From an optimization exercise on the open Yosys and OpenROAD flow, aimed at small area, a short achievable clock period and few clock cycles per item; shortcuts taken in it are not production practice.
Where RTL was checked, it was by simulation tests only, not by an equivalence proof against the original.
The RTL of runs 1 to 3 was laid out without a check of its function.
Power figures rest on the tool's default switching activity, not on a simulated workload.

[flow/flow/run.sh]
#!/bin/bash
# The standard layout, with repair_timing aiming for a larger setup slack.
set -euo pipefail
bash standard.sh SETUP_SLACK_MARGIN=7.5 finish > standard.log 2>&1
[flow/standard.sh]
#!/bin/bash
# synth_recipe.tcl (not shown) runs the flow's synth.tcl, then flattens the netlist and writes it again
# the make line also repeats each setting of config.mk as NAME=value (left out here)
make -C /OpenROAD-flow-scripts/flow DESIGN_CONFIG=/design/flow/config.mk WORK_HOME=/design/flow/orfs CLKGATE_MAP_FILE= SYNTH_SCRIPT=/design/flow/synth_recipe.tcl "${@:-finish}"
[flow/config.mk]
export PLATFORM = sky130hd
export DESIGN_NAME = SHA
export DESIGN_NICKNAME = SHA
export VERILOG_FILES = /design/flow/design.v
export SDC_FILE = /design/flow/constraint.sdc
export NUM_CORES = 8
export LEC_CHECK = 0
export CAP_MARGIN = 20
export CORE_MARGIN = 2
export CORE_UTILIZATION = 50
export GPL_TIMING_DRIVEN = 1
export PLACE_DENSITY = 0.6
export SLEW_MARGIN = 20
export TNS_END_PERCENT = 5
[flow/constraint.sdc]
create_clock -name core_clock -period 11.0 [get_ports {PCLK_IN}]
set_input_delay 2.2000 -clock core_clock [delete_from_list [all_inputs] [get_ports {PCLK_IN}]]
set_output_delay 2.2000 -clock core_clock [all_outputs]
set_load 0.01 [all_outputs]
[flow/design.v]
module SHA(
	input logic PCLK_IN,
	input logic [4:0] PADDR_IN,
	input logic PRESETn_IN,
	input logic PSEL_IN,
	input logic PENABLE_IN,
	input logic PWRITE_IN,
	input logic [31:0] PWDATA_IN,
	output logic PREADY_OUT,
	output logic [31:0] PRDATA_OUT);
	localparam logic [31:0] K0 = 32'h5a827999, K1 = 32'h6ed9eba1,
	                        K2 = 32'h8f1bbcdc, K3 = 32'hca62c1d6;
	logic [31:0] M [16];    
	logic [15:0] zf;        
	logic [31:0] S [16];    
	logic [31:0] H [5];     
	logic [31:0] a, b, c, d, eKW;
	logic [6:0] p;          
	logic [15:0] oh;        
	logic [15:0] th;        
	logic sch;              
	logic [1:0] kn;         
	logic fch, fmaj;        
	logic xrot;             
	logic yen;              
	logic ok;               
	logic rdy;              
	wire rst = !PRESETn_IN;
	wire we = PSEL_IN & !PENABLE_IN & PWRITE_IN & rdy;
	wire [3:0] k = PADDR_IN[4] ? 4'd15 : PADDR_IN[3:0];
	logic [15:0] wk;        
	always_comb for (int j = 0; j < 16; j++) wk[j] = we && k == j;
	wire ld = rdy & (!ok | p[4]);     
	wire hazard = we & (ld ? (k == 4'd0) : th[k]);
	wire last = !rdy & (p == 7'd80);
	wire [31:0] f = fch ? ((b & c) | (~b & d)) :
	                fmaj ? ((b & c) | (b & d) | (c & d)) : (b ^ c ^ d);
	wire [31:0] a5 = {a[26:0], a[31:27]};
	wire [31:0] T = a5 + f + eKW;
	wire [31:0] kv = (kn == 2'd0) ? K0 : (kn == 2'd1) ? K1 : (kn == 2'd2) ? K2 : K3;
	wire [31:0] eKWn = d + kv + S[15];
	logic [31:0] msel;
	logic wsel;
	always_comb begin
		msel = 32'd0;
		wsel = 1'b0;
		for (int j = 0; j < 16; j++)
			if (ld ? (j == 1) : oh[j]) begin
				if (!zf[j]) msel = msel | M[j];
				wsel = wsel | wk[j];
			end
	end
	wire [31:0] wrec = S[13] ^ S[8] ^ S[2] ^ S[0];
	wire [31:0] wn = wsel ? PWDATA_IN : (sch & !ld) ? {wrec[30:0], wrec[31]} : msel;
	wire [31:0] m0 = zf[0] ? 32'd0 : M[0];
	wire [31:0] X = rdy ? K0 : xrot ? {a[1:0], a[31:2]} : a;
	wire [31:0] Y = yen ? M[0] : 32'd0;
	wire [31:0] hsum = H[4] + X + Y;
	wire ring = !rdy & (p >= 7'd76);
	always_ff @(posedge PCLK_IN) begin
		for (int j = 0; j < 16; j++)
			if (wk[j]) M[j] <= PWDATA_IN;
		if (rst) zf <= 16'hffff;
		else zf <= zf & ~wk;
		for (int j = 0; j < 14; j++) S[j] <= S[j+1];
		S[14] <= ld ? m0 : S[15];
		S[15] <= wn;
		if (ld) begin
			a <= H[0]; b <= H[1]; c <= H[2]; d <= H[3]; eKW <= hsum;
		end else begin
			a <= T; b <= a; c <= {b[1:0], b[31:2]}; d <= c; eKW <= eKWn;
		end
		if (rst || ld || last) begin
			p <= 7'd0;
			oh <= 16'h0004;
			th <= 16'h0003;
			sch <= 1'b0;
			kn <= 2'd0;
			fch <= 1'b1;
			fmaj <= 1'b0;
		end else begin
			p <= p + 7'd1;
			oh <= {oh[14:0], 1'b0};
			th <= {th[14:0], 1'b1};
			sch <= sch | oh[15];
			if (p == 7'd18) kn <= 2'd1;
			if (p == 7'd38) kn <= 2'd2;
			if (p == 7'd58) kn <= 2'd3;
			fch <= (kn == 2'd0);
			fmaj <= (kn == 2'd2);
		end
		xrot <= (p <= 7'd77);
		yen <= rdy_n & !zf_n0;
		if (rst) begin
			PREADY_OUT <= 1'b1;
			rdy <= 1'b1;
			ok <= 1'b0;
		end else begin
			if (last || hazard) ok <= 1'b0;
			else if (ld) ok <= 1'b1;
			PREADY_OUT <= rdy_n;
			rdy <= rdy_n;
		end
		if (rst) begin
			H[0] <= 32'h67452301;
			H[1] <= 32'hefcdab89;
			H[2] <= 32'h98badcfe;
			H[3] <= 32'h10325476;
			H[4] <= 32'hc3d2e1f0;
		end else if (ring) begin
			H[0] <= hsum; H[1] <= H[0]; H[2] <= H[1]; H[3] <= H[2]; H[4] <= H[3];
		end
		case (PADDR_IN)
			5'd16: PRDATA_OUT <= H[0];
			5'd17: PRDATA_OUT <= H[1];
			5'd18: PRDATA_OUT <= H[2];
			5'd19: PRDATA_OUT <= H[3];
			5'd20: PRDATA_OUT <= H[4];
			default: PRDATA_OUT <= 32'd0;
		endcase
	end
	wire rdy_n = rst | (rdy ? !(PSEL_IN & PENABLE_IN) : last);
	wire zf_n0 = rst | (zf[0] & !wk[0]);
endmodule
==> flow_summary.json, run 1 <==
{
  "status": "timing/DRC/antenna clean",
  "ys_types": 92,
  "dp_slack_ns": 5.09,
  "place_congestion": 0.894,
  "critPathKind": "register to register",
  "crit_path_end_kind": "register",
  "ys_seq_elements": 1436,
  "layout_commonest_cell": "dfxtp_1",
  "num_io_pins": 75,
  "routed_via_density": 5.72,
  "cts-root-buf": "clkbuf_16",
  "grt_pass1_wl_mm": 227,
  "wl_per_cell_um": 24.5,
  "startpoint_type": "register",
  "multi_input_area_mm2": 0.0194,
  "required_ns": 11.60,
  "routed_wl_mm": 155,
  "clkTransAtPathRegs_ns": 0.06,
  "netlist.area_leader.share": 0.340,
  "drive_above_1_share": 0.128,
  "hp-class": "register to register",
  "start_util": 0.506,
  "clkSinkCount": 1436,
  "setup_tns_ns": 0,
  "track_usage": 0.276,
  "p_leak_nw": 25.0,
  "dr.pass1.iters": 8,
  "clock_path_buffers": 3,
  "drc": 0,
  "crit_fanout": 5,
  "h-tree-depth": 4,
  "syn2layout_area_growth_pct": 17.4,
  "power_density_mw_per_mm2": 230,
  "core_mm2": 0.108,
  "layout_common_cells": "dfxtp_1, nand2_1, edfxtp_1",
  "n_fill_cell": 8778,
  "antenna_left": 0,
  "synthCells": 4674,
  "worstSkewPairLatency_ns": 0.78,
  "period_minus_slack_ns": 4.30,
  "hold_violations": 0,
  "ys.warnings.count": 4,
  "cts_made_buffers": 147,
  "ir_worst_vdd_mv": 0.170,
  "synth_area_leaders": "dfxtp_1, edfxtp_1, nand2_1, fa_1, ha_1",
  "dp.cells": 5970,
  "holdBufCountCts": 0,
  "port_buffers": 74,
  "grt_max_degree": 165,
  "async_reset_ff_frac": 0,
  "first_iter_violations": 3799,
  "die_h_um": 334,
  "regArea_mm2": 0.0339,
  "syn_nets": 4943,
  "yosysSeqAreaShare": 0.623,
  "grt_setup_unrepaired": "true",
  "avgSynthCellArea_um2": 11.6,
  "antenna_found_initial": 7,
  "yosysTopAreaCell": "dfxtp_1",
  "die_area_mm2": 0.111,
  "cts_tree": "done",
  "via_count": 36200,
  "maxSlewHeadroom": 0.332,
  "grt_pass1_vias": 34700,
  "fmax_ghz": 0.232,
  "fin_cells": 6327,
  "num_rows": 120,
  "worst_pin_slew_ns": 0.999,
  "setup_viol": 0,
  "synth_edf_count": 512,
  "final_net_count": 5072,
  "dp_hpwl_mm": 91.2,
  "layout_setup_ws_ns": 6.70,
  "finalCritPeriodShare": 0.391,
  "mappedNetlistArea_mm2": 0.0543,
  "die_x_um": 334,
  "gr-total-overflow": 0,
  "slew_violations": 0,
  "synth_ff_type": "dfxtp_1",
  "crit_arrival_ns": 4.91,
  "max-cap-violations": 0,
  "fin_skew_ns": 0.0461
}
==> worst max-delay path, stage by stage, from the launching register on <==
cell and delay [ns]:
dfxtp_1 0.43, fa_1 0.44, mux2i_1 0.14, nor2_1 0.05
a21oi_1 0.19, fa_1 0.49, inv_1 0.08, ha_1 0.25
a211oi_2 0.31, o21ai_1 0.17, a31oi_4 0.25, o21ai_4 0.15
a221o_2 0.50, a221oi_4 0.36, o21bai_2 0.13, nand4b_1 0.11
o311ai_1 0.10
==> state kept, by name, indices dropped and copies added (netlist names), 14 cells and up <==
signal	count
H	160
M	512
PRDATA_OUT	32
S	512
a	32
b	32
c	32
d	32
eKW	32
oh	14
th	14
zf	16
==> synth_stat cells (all sizes together) (65+ instances only) <==
cell and count:
clkbuf 171, nand3 114, a221oi 71, xor2 70
a21oi 132, dfxtp 924, edfxtp 512, a21boi 70
buf 65, nor2 127, a22oi 152, a22o 68
nand2 787, o21ai 251, xnor2 115, inv 301
ha 103, fa 124
==> worst paths after layout <==
check	start	endpoint	slack, ns	depth (start not counted)
setup / recovery	d[2]$_DFF_P_	a[30]$_DFF_P_	6.70	16
hold / removal	S[10][13]$_DFF_P_	S[9][13]$_DFF_P_	0.32	0
setup reg to reg	d[2]$_DFF_P_	a[30]$_DFF_P_	6.70	16
hold reg to reg	S[10][13]$_DFF_P_	S[9][13]$_DFF_P_	0.32	0
==> layer usage <==
| layer | wire length, um | vias to the layer above | part of all wire | GRT usage |
|---|---|---|---|---|
| li1 | - | 16600 | - | - |
| met4 | 4840 | 10 | 0.031 | 0.0894 |
| met5 | 63 | - | 0.00041 | 0 |
| met3 | 12400 | 249 | 0.080 | 0.0469 |
| met1 | 69200 | 17900 | 0.45 | 0.403 |
| met2 | 68600 | 1403 | 0.44 | 0.417 |
==> cell type report <==
| type | instances | area share |
|---|---|---|
| Sequential cell | 1436 | 0.531 |
| Timing Repair Buffer | 214 | 0.0384 |
| Timing Repair inverter | 1 | 0.0000981 |
| Inverter | 301 | 0.0178 |
| Clock buffer | 213 | 0.0676 |
| Tap cell | 1403 | 0.0275 |
| Clock inverter | 56 | 0.0133 |
| Multi-Input combinational cell | 2702 | 0.304 |
| Antenna cell | 1 | 0.0000392 |
==> stage by stage <==
step / hold WS (ns) / utilization / power (W) / cell area, um2
floorplan: 0.310 / - / 0.00836 / 54500
global placement: 0.310 / 0.526 / 0.00919 / 56600
detailed placement: 0.312 / 0.526 / 0.00922 / 56600
CTS: 0.318 / 0.588 / 0.0146 / 63200
global route: 0.321 / 0.593 / 0.0154 / 63800
finish: 0.317 / 0.593 / 0.0147 / 63800
==> logic make-up after synthesis <==
group           Yosys count  synth area share
flops                  1436             0.623
simple gates           1224            0.0972
compound gates          970             0.124
buf+inv                 537            0.0379
fa+ha+maj               227            0.0694
xor+xnor                185            0.0298
mux                      95            0.0189
==> timing repair <==
item / in CTS / in global routing
pin swaps: 40 / 44
endpoints found under the setup margin: 755 / 457
setup buffers: 44 / 24
gates cloned: 16 / 3
gates resized for setup: 166 / 99
endpoints found under the hold margin: 0 / 0
==> power breakdown <==
group / switching, W / internal [W] / leakage (nW) / total [W]
sequential: 0.000199 / 0.00580 / 12.2 / 0.00600
combinational: 0.00208 / 0.00146 / 10.3 / 0.00353
clock: 0.00215 / 0.00301 / 2.50 / 0.00516
total: 0.00443 / 0.0103 / 25.0 / 0.0147
==> run 2, diff against run 1 <==
==> flow/flow/run.sh (replaced) <==
#!/bin/bash
# The standard layout, with repair_timing aiming for a larger setup slack.
set -euo pipefail
bash standard.sh SETUP_SLACK_MARGIN=8.0 finish > standard.log 2>&1
==> flow_summary.json, run 2 <==
{
  "fin_skew_ns": 0.0541,
  "ys_types": 92,
  "antenna_left": 0,
  "crit_arrival_ns": 4.90,
  "h-tree-depth": 4,
  "cts-root-buf": "clkbuf_16",
  "die_area_mm2": 0.111,
  "cp_top_family": "compound AO/OA/AOI/OAI gates",
  "routed_via_density": 5.71,
  "dp_hpwl_mm": 91.2,
  "period_minus_slack_ns": 4.28,
  "ir_worst_vdd_mv": 0.172,
  "holdBufCountCts": 0,
  "design_area_mm2": 0.0643,
  "slowest_delay_ns": 0.57,
  "worst_pin_slew_ns": 1.01,
  "reg_top3": "M x512, S x512, H x160",
  "drc": 0,
  "start_util": 0.506,
  "n_fill_cell": 8727,
  "cts_tree": "done",
  "via_count": 36200,
  "p_leak_nw": 25.2,
  "first_iter_violations": 3740,
  "hold_violations": 0,
  "fmax_ghz": 0.234,
  "ys.warnings.count": 4,
  "power_density_mw_per_mm2": 231,
  "core_mm2": 0.108,
  "wl_per_cell_um": 24.5,
  "port_buffers": 74,
  "gr-total-overflow": 0,
  "crit_fanout": 5,
  "p_comb_frac": 0.246,
  "power_switching_w": 0.00448,
  "antenna_found_initial": 7,
  "worstSkewPairLatency_ns": 0.78,
  "required_ns": 11.62,
  "critical_path.startpoint": "b[2]$_DFF_P_",
  "setup_viol": 0,
  "critPathKind": "register to register",
  "hp-class": "register to register",
  "die_h_um": 334,
  "num_io_pins": 75,
  "switching_share": 0.302,
  "grt_pass1_wl_mm": 228,
  "yosysSeqAreaShare": 0.623,
  "drive_above_1_share": 0.137,
  "ys_seq_elements": 1436,
  "placed_cell_area_mm2": 0.0566,
  "layout_commonest_cell": "dfxtp_1",
  "clkTransAtPathRegs_ns": 0.06,
  "slew_violations": 0,
  "grt_pass1_vias": 34800,
  "mappedNetlistArea_mm2": 0.0543,
  "netlist.area_leader.share": 0.340,
  "startpoint_type": "register",
  "clock_path_buffers": 3,
  "p_int_w": 0.0103,
  "async_reset_ff_frac": 0,
  "grt_setup_unrepaired": "true",
  "syn2layout_area_growth_pct": 18.3,
  "place_congestion": 0.894,
  "p_clk_frac": 0.349,
  "yosysMostFrequentCell": "dfxtp_1",
  "crit_path_end_kind": "register",
  "total_power_w": 0.0148,
  "slowest_stage": "fa_1",
  "fin_hold_ws_ns": 0.317,
  "cp_num_cells": 16,
  "syn_nets": 4943,
  "status": "timing/DRC/antenna clean",
  "maxSlewHeadroom": 0.323,
  "final_net_count": 5089,
  "track_usage": 0.277,
  "synth_common_cells": "dfxtp_1, nand2_1, edfxtp_1, inv_1, o21ai_0",
  "max-cap-violations": 0,
  "yosysTopAreaCell": "dfxtp_1",
  "avgSynthCellArea_um2": 11.6,
  "cp_num_buf_inv": 2,
  "synthCells": 4674,
  "synth_edf_count": 512,
  "dr.pass1.iters": 8,
  "final_util": 0.598,
  "layout_common_cells": "dfxtp_1, nand2_1, edfxtp_1",
  "num_rows": 120,
  "min_from": "S[10][13]$_DFF_P_",
  "ff2ff_path_depth": 16,
  "pwr-share-seq": 0.405,
  "reg2reg_from": "b[2]$_DFF_P_",
  "cts_made_buffers": 147,
  "finalCritPeriodShare": 0.389,
  "cp_cell_sequence": "fa_1 -> mux2i_1 -> nor2_1 -> a21oi_1 -> fa_1 -> inv_1 -> ha_1 -> a211oi_2 -> o21ai_1 -> a31oi_4 -> o21ai_4 -> a221o_2 -> a221oi_4 -> buf_4 -> xnor2_1 -> a21oi_1",
  "die_x_um": 334,
  "setup_tns_ns": 0,
  "grt_max_degree": 165,
  "synth_area_leaders": "dfxtp_1, edfxtp_1, nand2_1, fa_1, ha_1",
  "clkSinkCount": 1436,
  "hold_path_depth": 0,
  "routed_wl_mm": 155,
  "synth_ff_type": "dfxtp_1"
}
run 2: cell counts after synthesis:
Identical to the previous run, type by type.
run 2: stage by stage:
stage	worst slack [ns]	std cells
floorplan	6.38	4674
global placement	5.22	5970
detailed placement	5.09	5970
CTS	6.74	6310
global route	6.55	6343
finish	6.72	6344
run 2: metal layers:
metal,part of all wire,up-vias,track usage,wire length [um]
met4,0.034,10,0.0911,5340
met3,0.085,273,0.0476,13200
met1,0.44,17800,0.404,68500
li1,-,16600,-,-
met2,0.44,1476,0.420,68400
met5,0.00041,-,0,63
run 2: final timing paths:
kind                           end  slack (ns)
hold reg to reg   S[9][13]$_DFF_P_        0.32
setup reg to reg     a[28]$_DFF_P_        6.72
setup / recovery     a[28]$_DFF_P_        6.72
hold / removal    S[9][13]$_DFF_P_        0.32
run 2: final cells by class:
| class | count | area (um2) | share of cell area |
|---|---|---|---|
| sequential | 1436 | 33900 | 0.528 |
| multi-input combinational | 2702 | 19600 | 0.305 |
| clock buffer | 213 | 4310 | 0.0671 |
| timing repair buffer | 232 | 2680 | 0.0416 |
| tap | 1403 | 1760 | 0.0273 |
| inverter | 301 | 1160 | 0.0180 |
| clock inverter | 56 | 848 | 0.0132 |
| antenna | 1 | 2.50 | 0.0000389 |
run 2: timing repair:
action / 4_1_cts / 5_1_grt
hold endpoints to repair: 0 / 0
resized for setup: 221 / 120
gates cloned: 17 / 1
buffers inserted: 54 / 32
pin swaps: 53 / 76
setup endpoints to repair: 838 / 828
run 2: power groups by stage:
stage	clock, W	sequential (W)	combinational, W
2_1_floorplan	0	0.00604	0.00232
3_3_place_gp	0	0.00611	0.00308
3_5_place_dp	0	0.00611	0.00311
4_1_cts	0.00524	0.00600	0.00336
5_1_grt	0.00546	0.00603	0.00401
6_report	0.00517	0.00600	0.00365
run 2: worst register-to-register path, stage by stage (launching register included):
cell and delay, ns:
dfxtp_1 0.34, fa_1 0.54, mux2i_1 0.06, nor2_1 0.09
a21oi_1 0.07, fa_1 0.57, inv_1 0.06, ha_1 0.30
a211oi_2 0.27, o21ai_1 0.17, a31oi_4 0.27, o21ai_4 0.15
a221o_2 0.51, a221oi_4 0.37, buf_4 0.17, xnor2_1 0.11
a21oi_1 0.08
run 2: cells by family (layout without fill, tap and decap cells):
group                    count (synthesis)  after routing  share of synthesized area
AO/OA/AOI/OAI                          970            971                      0.124
XOR/XNOR                               185            185                     0.0298
adder cells (fa/ha/maj)                227            227                     0.0694
buffers and inverters                  537            802                     0.0379
flip-flops                            1436           1436                      0.623
multiplexers                            95             95                     0.0189
other                                    0              1                          0
AND/OR/NAND/NOR                       1224           1224                     0.0972
==> run 3, diff against run 2 <==
==> flow/flow/run.sh (replaced) <==
#!/bin/bash
# The standard layout, with repair_timing aiming for a larger setup slack and
# a clock tree without dummy loads.
set -euo pipefail
bash standard.sh SETUP_SLACK_MARGIN=8.0 "CTS_ARGS=-sink_clustering_enable -repair_clock_nets -dont_use_dummy_load" finish > standard.log 2>&1
==> flow_summary.json, run 3 <==
{
  "status": "timing/DRC/antenna clean",
  "p_clk_frac": 0.299,
  "clkTransAtPathRegs_ns": 0.06,
  "grt_max_degree": 165,
  "cts_made_buffers": 147,
  "cts-root-buf": "clkbuf_16",
  "routed_wl_mm": 154,
  "crit_arrival_ns": 4.84,
  "ys.warnings.count": 4,
  "slew_violations": 0,
  "finalCritPeriodShare": 0.384,
  "core_mm2": 0.108,
  "power_density_mw_per_mm2": 222,
  "die_x_um": 334,
  "placed_cell_area_mm2": 0.0566,
  "num_rows": 120,
  "avgSynthCellArea_um2": 11.6,
  "start_util": 0.506,
  "drive_above_1_share": 0.123,
  "synthCells": 4674,
  "clkSinkCount": 1436,
  "period_minus_slack_ns": 4.22,
  "dr.pass1.iters": 6,
  "first_iter_violations": 3691,
  "fmax_ghz": 0.237,
  "yosysMostFrequentCell": "dfxtp_1",
  "ys_types": 92,
  "power_switching_w": 0.00419,
  "gr-total-overflow": 0,
  "use_met2": 0.416,
  "setup_tns_ns": 0,
  "routed_via_density": 5.76,
  "required_ns": 11.62,
  "layout_common_cells": "dfxtp_1, nand2_1, edfxtp_1",
  "final_util": 0.583,
  "mappedNetlistArea_mm2": 0.0543,
  "worst_pin_slew_ns": 1.05,
  "hp-class": "register to register",
  "design_area_mm2": 0.0627,
  "yosysTopAreaCell": "dfxtp_1",
  "dp.cells": 5970,
  "die_h_um": 334,
  "layout_setup_ws_ns": 6.78,
  "antenna_left": 0,
  "holdBufCountCts": 0,
  "grt-busiest-layer": "met2",
  "crit_fanout": 5,
  "p_comb_frac": 0.269,
  "setup_viol": 0,
  "cts_tree": "done",
  "pwr-share-seq": 0.431,
  "via_count": 35800,
  "grt_pass1_wl_mm": 226,
  "netlist.area_leader.share": 0.340,
  "met3_usage": 0.0510,
  "wl_per_cell_um": 24.7,
  "clock_path_buffers": 3,
  "async_reset_ff_frac": 0,
  "p_leak_nw": 24.4,
  "syn_nets": 4943,
  "switching_share": 0.301,
  "grt_setup_unrepaired": "true",
  "startpoint_type": "register",
  "ys_seq_elements": 1436,
  "synth_common_cells": "dfxtp_1, nand2_1, edfxtp_1, inv_1, o21ai_0",
  "reg_top3": "M x512, S x512, H x160",
  "num_io_pins": 75,
  "p_int_w": 0.00973,
  "yosysSeqAreaShare": 0.623,
  "synth_edf_count": 512,
  "critPathKind": "register to register",
  "grt_use_met1": 0.396,
  "dp_slack_ns": 5.09,
  "hold_violations": 0,
  "ir_worst_vdd_mv": 0.169,
  "final_net_count": 5091,
  "maxSlewHeadroom": 0.297,
  "max-cap-violations": 0,
  "drc": 0,
  "syn2layout_area_growth_pct": 15.4,
  "track_usage": 0.274,
  "port_buffers": 74,
  "synth_ff_type": "dfxtp_1",
  "fin_cells": 6224,
  "fin_skew_ns": 0.0886,
  "antenna_found_initial": 10,
  "place_congestion": 0.894,
  "h-tree-depth": 4,
  "dp_hpwl_mm": 91.2,
  "worstSkewPairLatency_ns": 0.78,
  "synth_area_leaders": "dfxtp_1, edfxtp_1, nand2_1, fa_1, ha_1",
  "crit_path_end_kind": "register",
  "layout_commonest_cell": "dfxtp_1",
  "grt_pass1_vias": 34600,
  "die_area_mm2": 0.111
}
run 3: worst paths after layout:
check / slack, ns / startpoint / cells past startpoint / endpoint
max: 6.78 / c[1]$_DFF_P_ / 18 / a[29]$_DFF_P_
max reg2reg: 6.78 / c[1]$_DFF_P_ / 18 / a[29]$_DFF_P_
min: 0.28 / S[7][23]$_DFF_P_ / 0 / S[6][23]$_DFF_P_
min reg2reg: 0.28 / S[7][23]$_DFF_P_ / 0 / S[6][23]$_DFF_P_
run 3: critical path, cell delays in order (launching register included):
cell and delay [ns]:
dfxtp_2 0.33, fa_1 0.47, mux2i_1 0.13, nor2_1 0.06, a21oi_2 0.14, fa_1 0.43
inv_2 0.07, ha_4 0.13, inv_2 0.03, fa_2 0.33, and2b_1 0.23, o2111ai_2 0.16
a21boi_2 0.29, a41oi_4 0.24, o211ai_1 0.22, and2_4 0.19, a41oi_4 0.18, a2111o_1 0.40
o211ai_1 0.09
run 3: layer usage:
| metal | wire length [um] | up-vias |
|---|---|---|
| met5 | 80 | - |
| met4 | 4700 | 12 |
| met3 | 12400 | 248 |
| met2 | 68200 | 1371 |
| met1 | 68300 | 17700 |
| li1 | - | 16500 |
run 3: cells by family (layout without fill, tap and decap cells):
kind of cell,after synthesis,count (layout),synth area share
AOI/OAI and AO/OA,970,971,0.124
xor gates and xnor gates,185,185,0.0298
DFF,1436,1436,0.623
muxes,95,95,0.0189
adders and majority gates,227,227,0.0694
other,0,1,0
buffers and inverters,537,682,0.0379
and+or+nand+nor,1224,1224,0.0972
run 3: through the flow:
step	power [W]	hold WS, ns
global route	0.0146	0.293
finish	0.0139	0.285
detailed placement	0.00922	0.312
floorplan	0.00836	0.310
CTS	0.0137	0.291
global placement	0.00919	0.310
run 3: final cells by class:
type,instances,area [um2]
Multi-Input combinational cell,2702,19700
Fill cell,8865,44800
Sequential cell,1436,33900
Inverter,301,1160
Antenna cell,1,2.50
Tap cell,1403,1760
Clock buffer,147,3680
Timing Repair Buffer,234,2540
run 3: what timing repair did:
item | 4_1_cts | 5_1_grt
resized for setup | 213 | 124
pin swaps | 58 | 78
buffers inserted | 54 | 38
setup endpoints to repair | 838 | 830
gates cloned | 13 | 1
run 3: power by group through the flow:
stage / combinational [W] / clock [W] / sequential, W
floorplan: 0.00232 / 0 / 0.00604
global placement: 0.00308 / 0 / 0.00611
detailed placement: 0.00311 / 0 / 0.00611
CTS: 0.00343 / 0.00424 / 0.00600
global route: 0.00410 / 0.00444 / 0.00603
finish: 0.00375 / 0.00417 / 0.00600
==> run 4, diff against run 3 <==
--- a/flow/design.v
+++ b/flow/design.v
@@ -19,12 +19,14 @@
 	logic [15:0] oh;        
 	logic [15:0] th;        
 	logic sch;              
+	logic [3:0] tgt;        
 	logic [1:0] kn;         
-	logic fch, fmaj;        
+	logic [31:0] F1, F0;    
 	logic xrot;             
 	logic yen;              
 	logic ok;               
-	logic rdy;              
+	logic busy;             
+	wire rdy = !busy;
 	wire rst = !PRESETn_IN;
 	wire we = PSEL_IN & !PENABLE_IN & PWRITE_IN & rdy;
 	wire [3:0] k = PADDR_IN[4] ? 4'd15 : PADDR_IN[3:0];
@@ -33,23 +35,24 @@
 	wire ld = rdy & (!ok | p[4]);     
 	wire hazard = we & (ld ? (k == 4'd0) : th[k]);
 	wire last = !rdy & (p == 7'd80);
-	wire [31:0] f = fch ? ((b & c) | (~b & d)) :
-	                fmaj ? ((b & c) | (b & d) | (c & d)) : (b ^ c ^ d);
+	logic [31:0] f;
+	always_comb for (int i = 0; i < 32; i++) f[i] = b[i] ? F1[i] : F0[i];
 	wire [31:0] a5 = {a[26:0], a[31:27]};
 	wire [31:0] T = a5 + f + eKW;
+	wire [31:0] cn = {b[1:0], b[31:2]};
+	wire [31:0] cxd = cn ^ c;
+	wire [31:0] F1n = (kn == 2'd0) ? cn : (kn == 2'd2) ? (cn | c) : ~cxd;
+	wire [31:0] F0n = (kn == 2'd0) ? c : (kn == 2'd2) ? (cn & c) : cxd;
 	wire [31:0] kv = (kn == 2'd0) ? K0 : (kn == 2'd1) ? K1 : (kn == 2'd2) ? K2 : K3;
 	wire [31:0] eKWn = d + kv + S[15];
 	logic [31:0] msel;
-	logic wsel;
 	always_comb begin
 		msel = 32'd0;
-		wsel = 1'b0;
 		for (int j = 0; j < 16; j++)
-			if (ld ? (j == 1) : oh[j]) begin
-				if (!zf[j]) msel = msel | M[j];
-				wsel = wsel | wk[j];
-			end
+			if ((ld ? (j == 1) : oh[j]) && !zf[j]) msel = msel | M[j];
 	end
+	wire [3:0] tw = ld ? 4'd1 : tgt;   
+	wire wsel = we & (ld | !sch) & (k == tw);
 	wire [31:0] wrec = S[13] ^ S[8] ^ S[2] ^ S[0];
 	wire [31:0] wn = wsel ? PWDATA_IN : (sch & !ld) ? {wrec[30:0], wrec[31]} : msel;
 	wire [31:0] m0 = zf[0] ? 32'd0 : M[0];
@@ -67,39 +70,39 @@
 		S[15] <= wn;
 		if (ld) begin
 			a <= H[0]; b <= H[1]; c <= H[2]; d <= H[3]; eKW <= hsum;
+			F1 <= H[2]; F0 <= H[3];
 		end else begin
-			a <= T; b <= a; c <= {b[1:0], b[31:2]}; d <= c; eKW <= eKWn;
+			a <= T; b <= a; c <= cn; d <= c; eKW <= eKWn;
+			F1 <= F1n; F0 <= F0n;
 		end
 		if (rst || ld || last) begin
 			p <= 7'd0;
 			oh <= 16'h0004;
+			tgt <= 4'd2;
 			th <= 16'h0003;
 			sch <= 1'b0;
 			kn <= 2'd0;
-			fch <= 1'b1;
-			fmaj <= 1'b0;
 		end else begin
 			p <= p + 7'd1;
 			oh <= {oh[14:0], 1'b0};
+			tgt <= tgt + 4'd1;
 			th <= {th[14:0], 1'b1};
 			sch <= sch | oh[15];
 			if (p == 7'd18) kn <= 2'd1;
 			if (p == 7'd38) kn <= 2'd2;
 			if (p == 7'd58) kn <= 2'd3;
-			fch <= (kn == 2'd0);
-			fmaj <= (kn == 2'd2);
 		end
 		xrot <= (p <= 7'd77);
 		yen <= rdy_n & !zf_n0;
 		if (rst) begin
 			PREADY_OUT <= 1'b1;
-			rdy <= 1'b1;
+			busy <= 1'b0;
 			ok <= 1'b0;
 		end else begin
 			if (last || hazard) ok <= 1'b0;
 			else if (ld) ok <= 1'b1;
 			PREADY_OUT <= rdy_n;
-			rdy <= rdy_n;
+			busy <= !rdy_n;
 		end
 		if (rst) begin
 			H[0] <= 32'h67452301;
==> flow/flow/run.sh (replaced) <==
#!/bin/bash
# The standard layout, with repair_timing aiming for a larger setup slack.
set -euo pipefail
bash standard.sh SETUP_SLACK_MARGIN=8.0 finish > standard.log 2>&1
==> flow_summary.json, run 4 <==
{
  "synthCells": 4932,
  "cts_tree": "done",
  "grt_setup_unrepaired": "true",
  "clkTransAtPathRegs_ns": 0.06,
  "syn2layout_area_growth_pct": 16.6,
  "finalCritPeriodShare": 0.355,
  "dp_hpwl_mm": 93.3,
  "cp_num_buf_inv": 2,
  "drive_above_1_share": 0.134,
  "hold_path_depth": 0,
  "worst_pin_slew_ns": 1.02,
  "layout_common_cells": "dfxtp_1, nand2_1, edfxtp_1",
  "dp_slack_ns": 5.68,
  "yosysTopAreaCell": "dfxtp_1",
  "startpoint_type": "register",
  "ys.warnings.count": 4,
  "cp_num_cells": 15,
  "start_util": 0.505,
  "cts-root-buf": "clkbuf_16",
  "maxSlewHeadroom": 0.323,
  "grt_pass1_wl_mm": 229,
  "regArea_mm2": 0.0353,
  "multi_input_area_mm2": 0.0209,
  "final_net_count": 5350,
  "setup_tns_ns": 0,
  "routed_via_density": 5.60,
  "track_usage": 0.263,
  "die_x_um": 341,
  "via_count": 37400,
  "fmax_ghz": 0.256,
  "design_area_mm2": 0.0664,
  "power_density_mw_per_mm2": 221,
  "synth_edf_count": 512,
  "synth_common_cells": "dfxtp_1, nand2_1, edfxtp_1, inv_1, a21oi_1",
  "clock_path_buffers": 3,
  "port_buffers": 74,
  "slowest_stage": "fa_1",
  "slew_violations": 0,
  "die_area_mm2": 0.117,
  "fin_hold_ws_ns": 0.293,
  "grt_pass1_vias": 36000,
  "cp_top_family": "compound AO/OA/AOI/OAI gates",
  "cts_made_buffers": 150,
  "ys_seq_elements": 1503,
  "yosysMostFrequentCell": "dfxtp_1",
  "die_h_um": 341,
  "antenna_left": 0,
  "syn_nets": 5233,
  "placed_cell_area_mm2": 0.0592,
  "worstSkewPairLatency_ns": 0.77,
  "fin_skew_ns": 0.0428,
  "critPathKind": "register to register",
  "slowest_delay_ns": 0.48,
  "h-tree-depth": 4,
  "avgSynthCellArea_um2": 11.5,
  "async_reset_ff_frac": 0,
  "gr-total-overflow": 0,
  "grt_max_degree": 91,
  "required_ns": 11.60,
  "wl_per_cell_um": 23.2,
  "layout_setup_ws_ns": 7.09,
  "cp_cell_sequence": "mux2_4 -> fa_1 -> ha_2 -> inv_2 -> fa_2 -> nor2b_4 -> o31ai_4 -> a211oi_2 -> o22a_2 -> nand4_1 -> a311oi_2 -> buf_4 -> a311oi_2 -> xor2_1 -> a21oi_1",
  "worst_path_most_repeated_cell": "a311oi_2",
  "routed_wl_mm": 155,
  "crit_fanout": 3,
  "place_congestion": 0.882,
  "yosysSeqAreaShare": 0.619,
  "num_io_pins": 75,
  "ys_types": 88,
  "period_minus_slack_ns": 3.91,
  "n_fill_cell": 9274,
  "p_leak_nw": 26.3,
  "crit_path_end_kind": "register",
  "core_mm2": 0.113,
  "layout_commonest_cell": "dfxtp_1",
  "netlist.area_leader.share": 0.349,
  "ff2ff_path_depth": 15,
  "mappedNetlistArea_mm2": 0.0569,
  "ir_worst_vdd_mv": 0.184,
  "drc": 0,
  "crit_arrival_ns": 4.51,
  "status": "timing/DRC/antenna clean",
  "hp-class": "register to register",
  "antenna_found_initial": 10,
  "dr.pass1.iters": 5,
  "synth_ff_type": "dfxtp_1",
  "max-cap-violations": 0,
  "setup_viol": 0,
  "synth_area_leaders": "dfxtp_1, edfxtp_1, nand2_1, ha_1, fa_1",
  "hold_violations": 0,
  "clkSinkCount": 1503,
  "num_rows": 123,
  "reg_top3": "M x512, S x512, H x160",
  "first_iter_violations": 3438
}
==> run 4: what timing repair did <==
item                       4_1_cts  5_1_grt
setup buffers                   80       12
gates resized for setup        236      176
setup endpoints to repair      740      839
hold buffers                     0        0
gates cloned                     6        0
pin swaps                       96       48
==> run 4: cells by family (layout without fill, tap and decap cells) <==
group	count (synthesis)	in the layout	share of synthesized area
DFF	1503	1503	0.619
and+or+nand+nor	1246	1247	0.0973
AOI/OAI and AO/OA	1080	1080	0.128
buffers and inverters	551	783	0.0377
adders and majority gates	259	259	0.0691
xor gates and xnor gates	191	191	0.0294
muxes	102	102	0.0194
other	0	3	0
==> run 4: stage by stage <==
step | total power (W) | std cells | util
2_1_floorplan | 0.00835 | 4932 | -
5_1_grt | 0.0153 | 6666 | 0.589
4_1_cts | 0.0144 | 6653 | 0.585
3_3_place_gp | 0.00910 | 6299 | 0.525
3_5_place_dp | 0.00913 | 6299 | 0.525
6_report | 0.0147 | 6668 | 0.589
==> run 4: power by group <==
group / total [W] / internal, W / switching (W)
Combinational: 0.00334 / 0.00149 / 0.00186
Clock: 0.00510 / 0.00291 / 0.00219
Sequential: 0.00624 / 0.00598 / 0.000261
==> run 4: path summary, 6_finish.rpt <==
check | start | end | slack, ns
max reg2reg | b[1]$_DFF_P_ | a[27]$_DFF_P_ | 7.09
min | S[11][20]$_DFF_P_ | S[10][20]$_DFF_P_ | 0.29
max | b[1]$_DFF_P_ | a[27]$_DFF_P_ | 7.09
min reg2reg | S[11][20]$_DFF_P_ | S[10][20]$_DFF_P_ | 0.29
==> run 4: layer usage <==
layer,wire (um),track usage,vias to the layer above
li1,-,-,17500
met1,67700,0.365,18400
met2,70700,0.414,1226
met3,11000,0.0491,268
met4,5100,0.0916,0
met5,0,0,-
==> run 4: final cells by class <==
| class | instances | area share |
|---|---|---|
| Clock inverter | 57 | 0.0101 |
| Clock buffer | 211 | 0.0649 |
| Multi-Input combinational cell | 2879 | 0.314 |
| Timing Repair Buffer | 227 | 0.0346 |
| Antenna cell | 3 | 0.000113 |
| Sequential cell | 1503 | 0.532 |
| Inverter | 288 | 0.0164 |
| Tap cell | 1500 | 0.0283 |
Testbench counts of run 4, summed over its fixed seeds: cycles 34,095, blocks 397.
==> run 5, diff against run 4 <==
==> flow/flow/run.sh (replaced) <==
#!/bin/bash
# The standard layout, with repair_timing aiming for a larger setup slack,
# a clock tree of larger sink clusters without dummy loads, and buf_2 port buffers.
set -euo pipefail
bash standard.sh SETUP_SLACK_MARGIN=8.0 \
  "CTS_ARGS=-sink_clustering_enable -repair_clock_nets -dont_use_dummy_load -sink_clustering_size 24 -sink_clustering_max_diameter 100" \
  "BUFFER_PORTS_ARGS=-buffer_cell sky130_fd_sc_hd__buf_2" \
  finish > standard.log 2>&1
==> flow_summary.json, run 5 <==
{
  "status": "timing/DRC/antenna clean",
  "num_rows": 123,
  "layout_commonest_cell": "dfxtp_1",
  "hold_path_depth": 0,
  "reg_top3": "M x512, S x512, H x160",
  "p_leak_nw": 24.9,
  "hold_violations": 0,
  "layout_setup_ws_ns": 7.19,
  "h-tree-depth": 3,
  "pwr-share-seq": 0.494,
  "max-cap-violations": 0,
  "cts-root-buf": "clkbuf_16",
  "finalCritPeriodShare": 0.346,
  "p_int_w": 0.00877,
  "maxSlewHeadroom": 0.172,
  "track_usage": 0.261,
  "critPathKind": "register to register",
  "holdBufCountCts": 0,
  "clkTransAtPathRegs_ns": 0.10,
  "grt_max_degree": 182,
  "synth_ff_type": "dfxtp_1",
  "wl_per_cell_um": 24.3,
  "power_density_mw_per_mm2": 199,
  "period_minus_slack_ns": 3.81,
  "worst_pin_slew_ns": 1.23,
  "yosysMostFrequentCell": "dfxtp_1",
  "yosysTopAreaCell": "dfxtp_1",
  "dp_hpwl_mm": 93.0,
  "routed_via_density": 5.74,
  "grt_pass1_wl_mm": 228,
  "place_congestion": 0.899,
  "routed_wl_mm": 158,
  "fin_hold_ws_ns": 0.317,
  "avgSynthCellArea_um2": 11.5,
  "reg2reg_setup_slack_ns": 7.19,
  "async_reset_ff_frac": 0,
  "core_mm2": 0.113,
  "placed_cell_area_mm2": 0.0588,
  "antenna_left": 0,
  "syn_nets": 5233,
  "setup_viol": 0,
  "ff2ff_path_depth": 15,
  "fmax_ghz": 0.263,
  "slowest_stage": "fa_1",
  "cp_top_family": "compound AO/OA/AOI/OAI gates",
  "cp_cell_sequence": "mux2_4 -> fa_1 -> ha_2 -> inv_2 -> fa_2 -> nor2b_4 -> o31ai_4 -> a211oi_2 -> o22a_2 -> nand4_1 -> a311oi_2 -> buf_4 -> a311oi_4 -> xor2_1 -> a21oi_1",
  "drive_above_1_share": 0.121,
  "design_area_mm2": 0.0633,
  "synth_area_leaders": "dfxtp_1, edfxtp_1, nand2_1, ha_1, fa_1",
  "dp_slack_ns": 6.02,
  "final_net_count": 5298,
  "antenna_found_initial": 10,
  "fin_skew_ns": 0.0592,
  "die_x_um": 341,
  "drc": 0,
  "power_switching_w": 0.00386,
  "crit_fanout": 3,
  "gr-total-overflow": 0,
  "grt_pass1_vias": 35100,
  "die_h_um": 341,
  "ys_seq_elements": 1503,
  "grt_setup_unrepaired": "true",
  "layout_common_cells": "dfxtp_1, nand2_1, edfxtp_1",
  "mappedNetlistArea_mm2": 0.0569,
  "reg2reg_to": "a[27]$_DFF_P_",
  "dr.pass1.iters": 6,
  "via_count": 37300,
  "num_io_pins": 75,
  "ys.warnings.count": 4,
  "startpoint_type": "register",
  "yosysSeqAreaShare": 0.619,
  "ir_worst_vdd_mv": 0.149,
  "switching_share": 0.305,
  "multi_input_area_mm2": 0.0210,
  "crit_arrival_ns": 4.34,
  "required_ns": 11.53,
  "port_buffers": 74,
  "worstSkewPairLatency_ns": 0.69,
  "cts_tree": "done",
  "cp_num_buf_inv": 2,
  "synth_edf_count": 512,
  "reg2reg_from": "b[1]$_DFF_P_",
  "synthCells": 4932,
  "first_iter_violations": 3222,
  "ys_types": 88,
  "min_from": "S[11][11]$_DFF_P_",
  "clock_path_buffers": 3,
  "setup_tns_ns": 0,
  "slew_violations": 0,
  "min_to": "S[10][11]$_DFF_P_",
  "netlist.area_leader.share": 0.349,
  "cp_num_cells": 15,
  "p_comb_frac": 0.277,
  "p_clk_frac": 0.228,
  "synth_common_cells": "dfxtp_1, nand2_1, edfxtp_1, inv_1, a21oi_1",
  "crit_path_end_kind": "register",
  "n_fill_cell": 9528,
  "slowest_delay_ns": 0.49,
  "hp-class": "register to register",
  "start_util": 0.505,
  "regArea_mm2": 0.0353,
  "cts_made_buffers": 74,
  "clkSinkCount": 1503,
  "syn2layout_area_growth_pct": 11.3,
  "die_area_mm2": 0.117
}
## run 5: changes by cell type in the layout (fill, tap and decap cells not counted), moves of 23 or more
cell / delta
clkbuf_16: -75
buf_2: +65
clkdlybuf4s50_1: -40
clkbuf_1: -31
clkbuf_8: -27
buf_6: -26
dfxtp_2: -25
clkinv_2: -23
dfxtp_1: +23
## run 5: logic make-up after synthesis
logic type,Yosys count,synth area share
and+or+nand+nor,1246,0.0973
adders and majority gates,259,0.0691
DFF,1503,0.619
AOI/OAI and AO/OA,1080,0.128
xor gates and xnor gates,191,0.0294
muxes,102,0.0194
buffers and inverters,551,0.0377
## run 5: timing repair
action	4_1_cts	5_1_grt
endpoints found under the setup margin	802	848
cloned	2	8
buffers inserted	73	41
pin swaps	79	77
gates resized for setup	169	159
## run 5: per-layer routing
metal | track usage | routed length (um) | up-vias
li1 | - | - | 17300
met1 | 0.370 | 68700 | 18500
met2 | 0.418 | 73200 | 1221
met3 | 0.0377 | 10600 | 248
met4 | 0.0759 | 5290 | 4
met5 | 0 | 23 | -
## run 5: cell type report
cell class                      count  area share
Timing Repair Buffer              250      0.0350
Inverter                          288      0.0172
Sequential cell                  1503       0.557
Tap cell                         1500      0.0296
Antenna cell                        1   0.0000395
Multi-Input combinational cell   2880       0.332
Clock buffer                       74      0.0292
## run 5: worst max path at each step
stage | start | end
floorplan | PWRITE_IN | M[4][0]$_DFFE_PP_
CTS | b[7]$_DFF_P_ | a[30]$_DFF_P_
global placement | kn[0]$_SDFFE_PP0P_ | eKW[31]$_DFF_P_
finish | b[1]$_DFF_P_ | a[27]$_DFF_P_
global route | b[13]$_DFF_P_ | a[27]$_DFF_P_
detailed placement | kn[0]$_SDFFE_PP0P_ | eKW[31]$_DFF_P_
## run 5: metrics by stage
stage               total power, W   util  cells
global placement           0.00908  0.522   6297
global route                0.0132  0.562   6495
finish                      0.0126  0.562   6496
floorplan                  0.00835      -   4932
detailed placement         0.00910  0.522   6297
CTS                         0.0122  0.552   6446
## run 5: power by group through the flow
stage | Clock (W) | Combinational (W) | Sequential, W
2_1_floorplan | 0 | 0.00212 | 0.00623
6_report | 0.00288 | 0.00350 | 0.00624
3_3_place_gp | 0 | 0.00271 | 0.00637
4_1_cts | 0.00294 | 0.00301 | 0.00624
5_1_grt | 0.00312 | 0.00381 | 0.00627
3_5_place_dp | 0 | 0.00274 | 0.00637
==> run 6, diff against run 5 <==
==> flow/flow/run.sh (replaced) <==
#!/bin/bash
# The standard layout, with repair_timing aiming for a larger setup slack,
# a clock tree of larger sink clusters without dummy loads, and buf_2 port buffers.
set -euo pipefail
bash standard.sh SETUP_SLACK_MARGIN=7.6 \
  "CTS_ARGS=-sink_clustering_enable -repair_clock_nets -dont_use_dummy_load -sink_clustering_size 24 -sink_clustering_max_diameter 100" \
  "BUFFER_PORTS_ARGS=-buffer_cell sky130_fd_sc_hd__buf_2" \
  finish > standard.log 2>&1
==> flow_summary.json, run 6 <==
{
  "status": "timing/DRC/antenna clean",
  "setup_viol": 0,
  "wl_met2_mm": 70.1,
  "reg_top3": "M x512, S x512, H x160",
  "drc": 0,
  "reg2reg_setup_slack_ns": 7.19,
  "met3WireLength_mm": 10.8,
  "required_ns": 11.51,
  "slowest_stage": "buf_4",
  "slew_violations": 0,
  "met1_length_mm": 68.5,
  "synth_edf_count": 512,
  "clock_path_buffers": 3,
  "synth_area_leaders": "dfxtp_1, edfxtp_1, nand2_1, ha_1, fa_1",
  "max-cap-violations": 0,
  "placed_cell_area_mm2": 0.0588,
  "wl_per_cell_um": 23.9,
  "syn_nets": 5233,
  "crit_fanout": 35,
  "routed_wl_mm": 155,
  "worstSkewPairLatency_ns": 0.69,
  "grt_pass1_vias": 35200,
  "place_congestion": 0.906,
  "layout_common_cells": "dfxtp_1, nand2_1, edfxtp_1",
  "power_density_mw_per_mm2": 200,
  "grt_max_degree": 178,
  "top_layer_used": "met4",
  "hp-class": "register to register",
  "holdBufCountCts": 0,
  "syn2layout_area_growth_pct": 10.2,
  "grt_setup_unrepaired": "true",
  "track_usage": 0.260,
  "p_leak_nw": 24.6,
  "final_net_count": 5270,
  "synth_ff_type": "dfxtp_1",
  "maxSlewHeadroom": 0.298,
  "async_reset_ff_frac": 0,
  "gr-total-overflow": 0,
  "port_buffers": 74,
  "ys.warnings.count": 4,
  "dp_hpwl_mm": 93.9,
  "setup_tns_ns": 0,
  "critPathKind": "input pin to register",
  "period_minus_slack_ns": 3.86,
  "num_io_pins": 75,
  "cts_tree": "done",
  "synth_common_cells": "dfxtp_1, nand2_1, edfxtp_1, inv_1, a21oi_1",
  "antenna_left": 0,
  "hold_path_depth": 0,
  "dp_slack_ns": 6.12,
  "netlist.area_leader.share": 0.349,
  "grt_pass1_wl_mm": 228,
  "layout_commonest_cell": "dfxtp_1",
  "die_h_um": 341,
  "crit_arrival_ns": 4.37,
  "worst_pin_slew_ns": 1.05,
  "ff2ff_path_depth": 14,
  "slowest_delay_ns": 0.80,
  "worst_path_most_repeated_cell": "buf_4",
  "h-tree-depth": 3,
  "fin_skew_ns": 0.0664,
  "clkTransAtPathRegs_ns": 0.09,
  "fmax_ghz": 0.259,
  "drive_above_1_share": 0.111,
  "n_fill_cell": 9638,
  "avgSynthCellArea_um2": 11.5,
  "cts-root-buf": "clkbuf_16",
  "clkSinkCount": 1503,
  "routed_via_density": 5.73,
  "yosysTopAreaCell": "dfxtp_1",
  "finalCritPeriodShare": 0.351,
  "first_iter_violations": 3574,
  "ir_worst_vdd_mv": 0.158,
  "die_area_mm2": 0.117,
  "synthCells": 4932,
  "dr.pass1.iters": 8,
  "cts_made_buffers": 74,
  "hold_violations": 0,
  "startpoint_type": "input pin",
  "layout_setup_ws_ns": 7.14,
  "num_rows": 123,
  "crit_path_end_kind": "register",
  "die_x_um": 341,
  "yosysMostFrequentCell": "dfxtp_1",
  "mappedNetlistArea_mm2": 0.0569,
  "ys_seq_elements": 1503,
  "core_mm2": 0.113,
  "via_count": 37100,
  "cp_cell_sequence": "buf_2 -> buf_4 -> nor2_1 -> nand3_1 -> nor2_4 -> buf_4 -> a221o_1",
  "start_util": 0.505,
  "ys_types": 88,
  "yosysSeqAreaShare": 0.619,
  "antenna_found_initial": 13,
  "design_area_mm2": 0.0627
}
==> run 6: changes by cell type in the layout (fill, tap and decap cells not counted), moves of 5 or more <==
| cell | before | now |
|---|---|---|
| buf_6 | 23 | 10 |
| o21ai_2 | 12 | 5 |
| buf_12 | 14 | 8 |
| diode_2 | 1 | 7 |
| a21oi_4 | 9 | 4 |
| inv_1 | 274 | 279 |
==> run 6: per-stage QoR <==
stage               std cells  hold WS, ns  power (W)  utilization
floorplan                4932        0.310    0.00835            -
global placement         6299        0.310    0.00909        0.522
detailed placement       6299        0.312    0.00912        0.522
CTS                      6436        0.279     0.0121        0.550
global route             6468        0.289     0.0131        0.556
finish                   6474        0.278     0.0126        0.557
==> run 6: critical path, delay by kind of cell <==
family                 cells  cell delay [ns]
buffers and inverters      3             1.35
AO/OA/AOI/OAI              1             0.44
AND/OR/NAND/NOR            3             0.35
==> run 6: cell type report <==
cell class                      instances  area (um2)  share of cell area
Sequential cell                      1503       35300               0.562
Multi-Input combinational cell       2878       20800               0.332
Tap cell                             1500        1880              0.0299
Clock buffer                           74        1850              0.0295
Timing Repair Buffer                  224        1780              0.0284
Inverter                              288        1080              0.0173
Antenna cell                            7        17.5            0.000279
==> run 6: per-layer routing <==
metal	global-route usage	vias up
met5	0	-
met3	0.0328	238
li1	-	17200
met2	0.407	1326
met1	0.378	18300
met4	0.0783	0
==> run 6: final timing paths <==
| path | endpoint | startpoint |
|---|---|---|
| setup / recovery | PRDATA_OUT[23]$_DFF_P_ | PADDR_IN[2] |
| hold / removal | S[11][8]$_DFF_P_ | S[12][8]$_DFF_P_ |
| setup reg to reg | a[27]$_DFF_P_ | b[1]$_DFF_P_ |
| hold reg to reg | S[11][8]$_DFF_P_ | S[12][8]$_DFF_P_ |
==> run 6: cell families after synthesis <==
kind of cell / after synthesis / synth area share
xor+xnor: 191 / 0.0294
flops: 1503 / 0.619
compound gates: 1080 / 0.128
buf+inv: 551 / 0.0377
simple gates: 1246 / 0.0973
fa+ha+maj: 259 / 0.0691
mux: 102 / 0.0194
==> run 6: repair_timing <==
item | CTS | global route
pin swaps | 67 | 61
cloned | 1 | 2
setup buffers | 62 | 26
endpoints found under the setup margin | 514 | 613
resized for setup | 157 | 95
==> run 6: power breakdown <==
| group | internal [W] | leakage, nW | switching [W] |
|---|---|---|---|
| clock network | 0.00121 | 0.912 | 0.00168 |
| logic | 0.00154 | 11.0 | 0.00189 |
| registers | 0.00597 | 12.7 | 0.000270 |
| total | 0.00872 | 24.6 | 0.00384 |
==> run 7, diff against run 6 <==
==> flow/flow/run.sh (replaced) <==
#!/bin/bash
# The standard layout with: the standard synthesis script, its logic mapped
# by a delay-oriented ABC script; repair_timing aiming for a larger setup slack;
# a clock tree of larger sink clusters without dummy loads; buf_2 port buffers.
set -euo pipefail
here=$PWD
{ head -1 synth_recipe.tcl; sed "s|@ABC_SCRIPT@|$here/flow/delay.abc|" flow/abc_override.tcl; tail -n +2 synth_recipe.tcl; } > my_synth.tcl
bash standard.sh SYNTH_SCRIPT=$here/my_synth.tcl SETUP_SLACK_MARGIN=8.0 \
  "CTS_ARGS=-sink_clustering_enable -repair_clock_nets -dont_use_dummy_load -sink_clustering_size 24 -sink_clustering_max_diameter 100" \
  "BUFFER_PORTS_ARGS=-buffer_cell sky130_fd_sc_hd__buf_2" \
  finish > standard.log 2>&1
==> flow/flow/abc_override.tcl (new file) <==
# Map the logic with a delay-oriented ABC script (structural hashing, then a
# delay-driven cut mapping) that keeps the adders' prefix structure, instead of
# ORFS's abc_speed.script. Only the combinational mapping changes.
proc abc {args} {
  set i [lsearch -exact $args -script]
  if {$i >= 0} { set args [lreplace $args $i [expr {$i + 1}] -script @ABC_SCRIPT@] }
  yosys abc {*}$args
}
==> flow/flow/delay.abc (new file) <==
strash; map -D 1000; topo; buffer -c; upsize -c; dnsize -c
==> flow_summary.json, run 7 <==
{
  "synth_common_cells": "dfxtp_1, inv_1, nand2_1, edfxtp_1, nor2_1",
  "grt_setup_unrepaired": "true",
  "fin_cells": 7226,
  "crit_path_end_kind": "register",
  "grt_max_degree": 221,
  "final_net_count": 5992,
  "setup_viol": 0,
  "finalCritPeriodShare": 0.317,
  "synth_ff_type": "dfxtp_1",
  "fin_skew_ns": 0.103,
  "ys_seq_elements": 1503,
  "ys.warnings.count": 4,
  "syn2layout_area_growth_pct": 13.4,
  "layout_common_cells": "dfxtp_1, inv_1, nand2_1",
  "routed_via_density": 5.53,
  "hold_violations": 0,
  "cts_made_buffers": 75,
  "first_iter_violations": 3881,
  "p_leak_nw": 26.6,
  "routed_wl_mm": 163,
  "port_buffers": 74,
  "grt_pass1_vias": 37400,
  "start_util": 0.503,
  "crit_fanout": 17,
  "yosysMostFrequentCell": "dfxtp_1",
  "cp_top_family": "simple AND/OR/NAND/NOR gates",
  "core_mm2": 0.118,
  "layout_commonest_cell": "dfxtp_1",
  "die_area_mm2": 0.121,
  "crit_arrival_ns": 3.81,
  "clkTransAtPathRegs_ns": 0.10,
  "dp_hpwl_mm": 112,
  "synthCells": 5596,
  "final_util": 0.571,
  "num_rows": 126,
  "setup_tns_ns": 0,
  "die_x_um": 348,
  "slowest_delay_ns": 0.63,
  "ir_worst_vdd_mv": 0.161,
  "drive_above_1_share": 0.168,
  "gr-total-overflow": 0,
  "worstSkewPairLatency_ns": 0.69,
  "num_io_pins": 75,
  "clkSinkCount": 1503,
  "syn_nets": 5897,
  "ys_types": 49,
  "antenna_left": 0,
  "maxSlewHeadroom": 0.289,
  "power_density_mw_per_mm2": 177,
  "cts_tree": "done",
  "max-cap-violations": 0,
  "period_minus_slack_ns": 3.49,
  "status": "timing/DRC/antenna clean",
  "required_ns": 11.32,
  "yosysSeqAreaShare": 0.593,
  "reg_top3": "M x512, S x512, H x160",
  "cp_num_buf_inv": 2,
  "synth_area_leaders": "dfxtp_1, edfxtp_1, inv_1, nand2_1, ha_1",
  "wl_per_cell_um": 22.5,
  "mappedNetlistArea_mm2": 0.0593,
  "fmax_ghz": 0.286,
  "track_usage": 0.264,
  "fin_hold_ws_ns": 0.293,
  "yosysTopAreaCell": "dfxtp_1",
  "async_reset_ff_frac": 0,
  "worst_pin_slew_ns": 1.07,
  "die_h_um": 348,
  "startpoint_type": "input pin",
  "dr.pass1.iters": 6,
  "hp-class": "register to register",
  "clock_path_buffers": 3,
  "via_count": 40000,
  "h-tree-depth": 3,
  "cp_cell_sequence": "buf_2 -> nor2_4 -> inv_2 -> nor2_1 -> nand2_1 -> nor2_4",
  "avgSynthCellArea_um2": 10.6,
  "critPathKind": "input pin to register",
  "netlist.area_leader.share": 0.334,
  "slowest_stage": "nor2_4",
  "antenna_found_initial": 3,
  "cts-root-buf": "clkbuf_16",
  "place_congestion": 0.982,
  "reg2reg_setup_slack_ns": 7.57,
  "worst_path_most_repeated_cell": "nor2_4",
  "slew_violations": 0,
  "drc": 0,
  "dp.cells": 7030,
  "grt_pass1_wl_mm": 241,
  "synth_edf_count": 512
}
==> run 7: cells by family after synthesis <==
group	synth area share
muxes	0.0130
AOI/OAI and AO/OA	0.145
and+or+nand+nor	0.0842
buffers and inverters	0.0694
xor gates and xnor gates	0.0285
DFF	0.593
adders and majority gates	0.0663
==> run 7: area by class of cell <==
| cell class | instances | area [um2] |
|---|---|---|
| Timing Repair inverter | 1 | 7.51 |
| Antenna cell | 1 | 2.50 |
| Sequential cell | 1503 | 35300 |
| Tap cell | 1536 | 1920 |
| Clock buffer | 75 | 1880 |
| Inverter | 837 | 3190 |
| Timing Repair Buffer | 245 | 2250 |
| Fill cell | 10100 | 50600 |
| Multi-Input combinational cell | 3028 | 22800 |
==> run 7: path summary, 6_finish.rpt <==
path                                    startpoint                end  cells past startpoint
worst min-delay path              S[1][16]$_DFF_P_   S[0][16]$_DFF_P_                      0
worst min register to register    S[1][16]$_DFF_P_   S[0][16]$_DFF_P_                      0
worst max register to register  kn[1]$_SDFFE_PP0P_    eKW[24]$_DFF_P_                     12
worst max-delay path                   PADDR_IN[4]  M[0][0]$_DFFE_PP_                      6
==> run 7: worst register-to-register path: cells and delay by family (launching register included) <==
kind	cells	cell delay, ns
compound gates	3	0.83
simple gates	2	0.50
buf+inv	2	0.16
xor+xnor	1	0.29
flops	1	0.39
mux	1	0.12
fa+ha+maj	3	0.91
==> run 7: metrics by stage <==
step | setup WS (ns) | instance area (um2) | total power, W
after global placement | 5.90 | 61400 | 0.00858
after floorplan | 6.50 | 59500 | 0.00771
after global routing | 7.44 | 67300 | 0.0124
final | 7.51 | 67300 | 0.0119
after CTS | 7.49 | 66000 | 0.0116
after detailed placement | 5.90 | 61400 | 0.00859
==> run 7: power breakdown <==
| group | total (W) | leakage, nW | switching [W] | internal (W) |
|---|---|---|---|---|
| logic | 0.00292 | 13.1 | 0.00192 | 0.00101 |
| clock network | 0.00290 | 0.924 | 0.00168 | 0.00122 |
| registers | 0.00610 | 12.7 | 0.000188 | 0.00591 |
==> run 7: metal layers <==
layer | GRT usage | vias up | wire [um]
li1 | - | 19000 | -
met1 | 0.401 | 19500 | 76400
met2 | 0.390 | 1305 | 70000
met3 | 0.0413 | 193 | 11500
met4 | 0.0732 | 0 | 5030
met5 | 0 | - | 0
==> run 7: repair_timing <==
| action | 4_1_cts | 5_1_grt |
|---|---|---|
| cloned | 11 | 2 |
| buffers inserted | 67 | 40 |
| hold buffers | 0 | 0 |
| pin swaps | 104 | 93 |
| setup endpoints to repair | 902 | 912 |
| resized for setup | 509 | 233 |
==> run 8, diff against run 7 <==
--- a/flow/config.mk
+++ b/flow/config.mk
@@ -7,8 +7,8 @@
 export LEC_CHECK = 0
 export CAP_MARGIN = 20
 export CORE_MARGIN = 2
-export CORE_UTILIZATION = 50
+export CORE_UTILIZATION = 65
 export GPL_TIMING_DRIVEN = 1
-export PLACE_DENSITY = 0.6
+export PLACE_DENSITY = 0.75
 export SLEW_MARGIN = 20
 export TNS_END_PERCENT = 5
==> flow_summary.json, run 8 <==
{
  "grt_pass1_wl_mm": 245,
  "syn_nets": 5897,
  "ys.warnings.count": 4,
  "max-cap-violations": 0,
  "syn2layout_area_growth_pct": 12.9,
  "crit_path_end_kind": "register",
  "synth_ff_type": "dfxtp_1",
  "synth_area_leaders": "dfxtp_1, edfxtp_1, inv_1, nand2_1, ha_1",
  "fmax_ghz": 0.276,
  "synth_xor_area_frac": 0.0285,
  "finalCritPeriodShare": 0.329,
  "crit_fanout": 21,
  "setup_tns_ns": 0,
  "antenna_left": 0,
  "gr-total-overflow": 0,
  "drc": 0,
  "dp.cells": 6678,
  "synth.mux.area_fraction": 0.0130,
  "layout_commonest_cell": "dfxtp_1",
  "grt_pass1_vias": 39000,
  "start_util": 0.657,
  "mappedNetlistArea_mm2": 0.0593,
  "ys_types": 49,
  "grt_setup_unrepaired": "true",
  "die_area_mm2": 0.0937,
  "synth_compound_area_frac": 0.145,
  "cts_made_buffers": 74,
  "slew_violations": 0,
  "crit_arrival_ns": 4.20,
  "yosysTopAreaCell": "dfxtp_1",
  "first_iter_violations": 4951,
  "async_reset_ff_frac": 0,
  "yosysMostFrequentCell": "dfxtp_1",
  "reg_top3": "M x512, S x512, H x160",
  "worstSkewPairLatency_ns": 0.68,
  "synth_common_cells": "dfxtp_1, inv_1, nand2_1, edfxtp_1, nor2_1",
  "fin_cells": 6884,
  "routed_via_density": 6.03,
  "netlist.area_leader.share": 0.334,
  "track_usage": 0.347,
  "setup_viol": 0,
  "required_ns": 11.58,
  "dp_hpwl_mm": 110,
  "via_count": 41500,
  "power_density_mw_per_mm2": 177,
  "num_rows": 110,
  "antenna_found_initial": 4,
  "synth-simple-area-share": 0.0842,
  "switching_share": 0.318,
  "period_minus_slack_ns": 3.62,
  "port_buffers": 74,
  "num_io_pins": 75,
  "ir_worst_vdd_mv": 0.158,
  "drive_above_1_share": 0.162,
  "avgSynthCellArea_um2": 10.6,
  "die_x_um": 306,
  "status": "timing/DRC/antenna clean",
  "n_fill_cell": 6112,
  "die_h_um": 306,
  "layout_common_cells": "dfxtp_1, inv_1, nand2_1",
  "routed_wl_mm": 164,
  "clock_path_buffers": 3,
  "wl_per_cell_um": 23.8,
  "yosysSeqAreaShare": 0.593,
  "p_comb_frac": 0.243,
  "hold_violations": 0,
  "hp-class": "register to register",
  "cts_tree": "done",
  "place_congestion": 1.02,
  "synth_top_family_by_area": "compound AO/OA/AOI/OAI gates",
  "h-tree-depth": 3,
  "synthAdderAreaFrac": 0.0663,
  "core_mm2": 0.0903,
  "worst_pin_slew_ns": 1.02,
  "p_leak_nw": 26.8,
  "p_int_w": 0.00809,
  "dr.pass1.iters": 8,
  "critPathKind": "input pin to register",
  "ys_seq_elements": 1503,
  "power_switching_w": 0.00376,
  "grt_max_degree": 103,
  "pwr-share-seq": 0.515,
  "synth_edf_count": 512,
  "p_clk_frac": 0.242,
  "fin_skew_ns": 0.0636,
  "synthCells": 5596,
  "final_net_count": 6010,
  "clkTransAtPathRegs_ns": 0.09,
  "startpoint_type": "input pin",
  "clkSinkCount": 1503,
  "cts-root-buf": "clkbuf_16",
  "maxSlewHeadroom": 0.322
}
## run 8: cell types whose count changed in the layout (fill, tap and decap cells not counted), sizes merged
cell | previous run | this run
inv | 832 | 834
buf | 240 | 257
clkinvlp | 4 | 2
clkbuf | 77 | 75
bufbuf | 3 | 6
## run 8: worst paths after layout
| kind | start | end | slack (ns) | depth (start not counted) |
|---|---|---|---|---|
| worst min register to register | S[7][17]$_DFF_P_ | S[6][17]$_DFF_P_ | 0.31 | 0 |
| worst max-delay path | PADDR_IN[3] | PRDATA_OUT[1]$_DFF_P_ | 7.38 | 9 |
| worst min-delay path | S[7][17]$_DFF_P_ | S[6][17]$_DFF_P_ | 0.31 | 0 |
| worst max register to register | xrot$_DFF_P_ | H[0][26]$_SDFFE_PN1P_ | 7.50 | 15 |
## run 8: layer usage
| layer | GRT usage | share of wire | vias up | routed length (um) |
|---|---|---|---|---|
| li1 | - | - | 19000 | - |
| met1 | 0.507 | 0.42 | 19900 | 68800 |
| met2 | 0.515 | 0.43 | 2177 | 70500 |
| met3 | 0.0635 | 0.10 | 396 | 16800 |
| met4 | 0.139 | 0.048 | 4 | 7790 |
| met5 | 0 | 0.00016 | - | 27 |
## run 8: through the flow
| stage | util | setup slack, ns | power, W | instance area (um2) | hold WS (ns) |
|---|---|---|---|---|---|
| 6_report | 0.742 | 7.38 | 0.0119 | 67000 | 0.313 |
| 3_5_place_dp | 0.675 | 5.98 | 0.00856 | 61000 | 0.312 |
| 2_1_floorplan | - | 6.50 | 0.00771 | 59500 | 0.310 |
| 5_1_grt | 0.742 | 7.35 | 0.0123 | 67000 | 0.323 |
| 4_1_cts | 0.731 | 7.55 | 0.0115 | 66000 | 0.313 |
| 3_3_place_gp | 0.675 | 6.05 | 0.00853 | 61000 | 0.310 |
## run 8: final cells by class
cell class	instances	area (um2)	share of cell area
Inverter	837	3210	0.0479
Multi-Input combinational cell	3028	22500	0.336
Sequential cell	1503	35300	0.527
Timing Repair Buffer	264	2630	0.0393
Timing Repair inverter	1	7.51	0.000112
Tap cell	1176	1470	0.0220
Antenna cell	1	2.50	0.0000374
Clock buffer	74	1850	0.0276
## run 8: what timing repair did
item / CTS / global route
pin swaps: 114 / 76
cloned: 19 / 0
setup endpoints to repair: 965 / 838
resized for setup: 484 / 208
setup buffers: 83 / 29
hold buffers: 0 / 0
## run 8: kinds of logic (layout without fill, tap and decap cells)
group,Yosys count,count (layout)
adder cells (fa/ha/maj),259,259
XOR/XNOR,193,193
buffers and inverters,1068,1176
multiplexers,73,73
flip-flops,1503,1503
AND/OR/NAND/NOR,1264,1266
AO/OA/AOI/OAI,1236,1237
other,0,1
## run 8: power by group through the flow
| stage | Combinational [W] | Clock, W | Sequential [W] |
|---|---|---|---|
| after CTS | 0.00247 | 0.00289 | 0.00609 |
| after global placement | 0.00231 | 0 | 0.00622 |
| after floorplan | 0.00159 | 0 | 0.00613 |
| after detailed placement | 0.00234 | 0 | 0.00622 |
| after global routing | 0.00308 | 0.00307 | 0.00612 |
| final | 0.00288 | 0.00287 | 0.00611 |
## run 8: worst max-delay path: stages
cell and delay (ns):
buf_6 0.10, nor2_1 0.24, inv_1 0.10, nor4_2 0.18
bufbuf_16 0.41, nor2_1 0.06, nand4_1 0.37, buf_4 0.30
o21a_1 0.22

afterwards: timing with drivers on the ports:
The flow's constraints put no driver on any port. The routed layouts listed below were extracted and timed again, unchanged, in two steps. Step 1 (the two cells are an assumption about what drives the block):
set clk [get_ports {PCLK_IN}]
set_driving_cell -lib_cell sky130_fd_sc_hd__clkbuf_16 $clk
set_driving_cell -lib_cell sky130_fd_sc_hd__buf_2 [delete_from_list [all_inputs] $clk]
Step 2, shift: input delay + t, output delay - t, t = (earliest + latest rising clock arrival at the registers) / 2. This alone moves slack from input paths to output paths. Slacks: ideal ports / drivers / drivers and shift; pairs: ideal ports / drivers.
run	t, ns	setup slack, ns	hold WS [ns]	worst data-port slew with drivers (ns)	pins driven straight from the clock port
run 1	0.838	6.695 / 6.696 / 6.471	0.317 / 0.317 / 0.317	0.17	1
run 2	0.835	6.725 / 6.725 / 6.479	0.317 / 0.317 / 0.317	0.17	1
run 3	0.815	6.779 / 6.779 / 6.468	0.285 / 0.285 / 0.285	0.18	1
run 4	0.829	7.093 / 7.093 / 6.817	0.293 / 0.293 / 0.293	0.15	1
run 5	0.732	7.191 / 7.191 / 6.686	0.317 / 0.317 / 0.317	0.13	1
run 6	0.728	7.140 / 7.191 / 6.464	0.278 / 0.278 / 0.278	0.16	1
run 7	0.714	7.509 / 7.446 / 6.847	0.293 / 0.293 / 0.293	0.10	1
run 8	0.723	7.380 / 7.422 / 6.699	0.313 / 0.313 / 0.313	0.13	1
After both steps setup and hold are still met in every run listed. The setup slack of run 8, which loses most, moves by +0.042 ns with the drivers and by -0.681 ns with both steps.
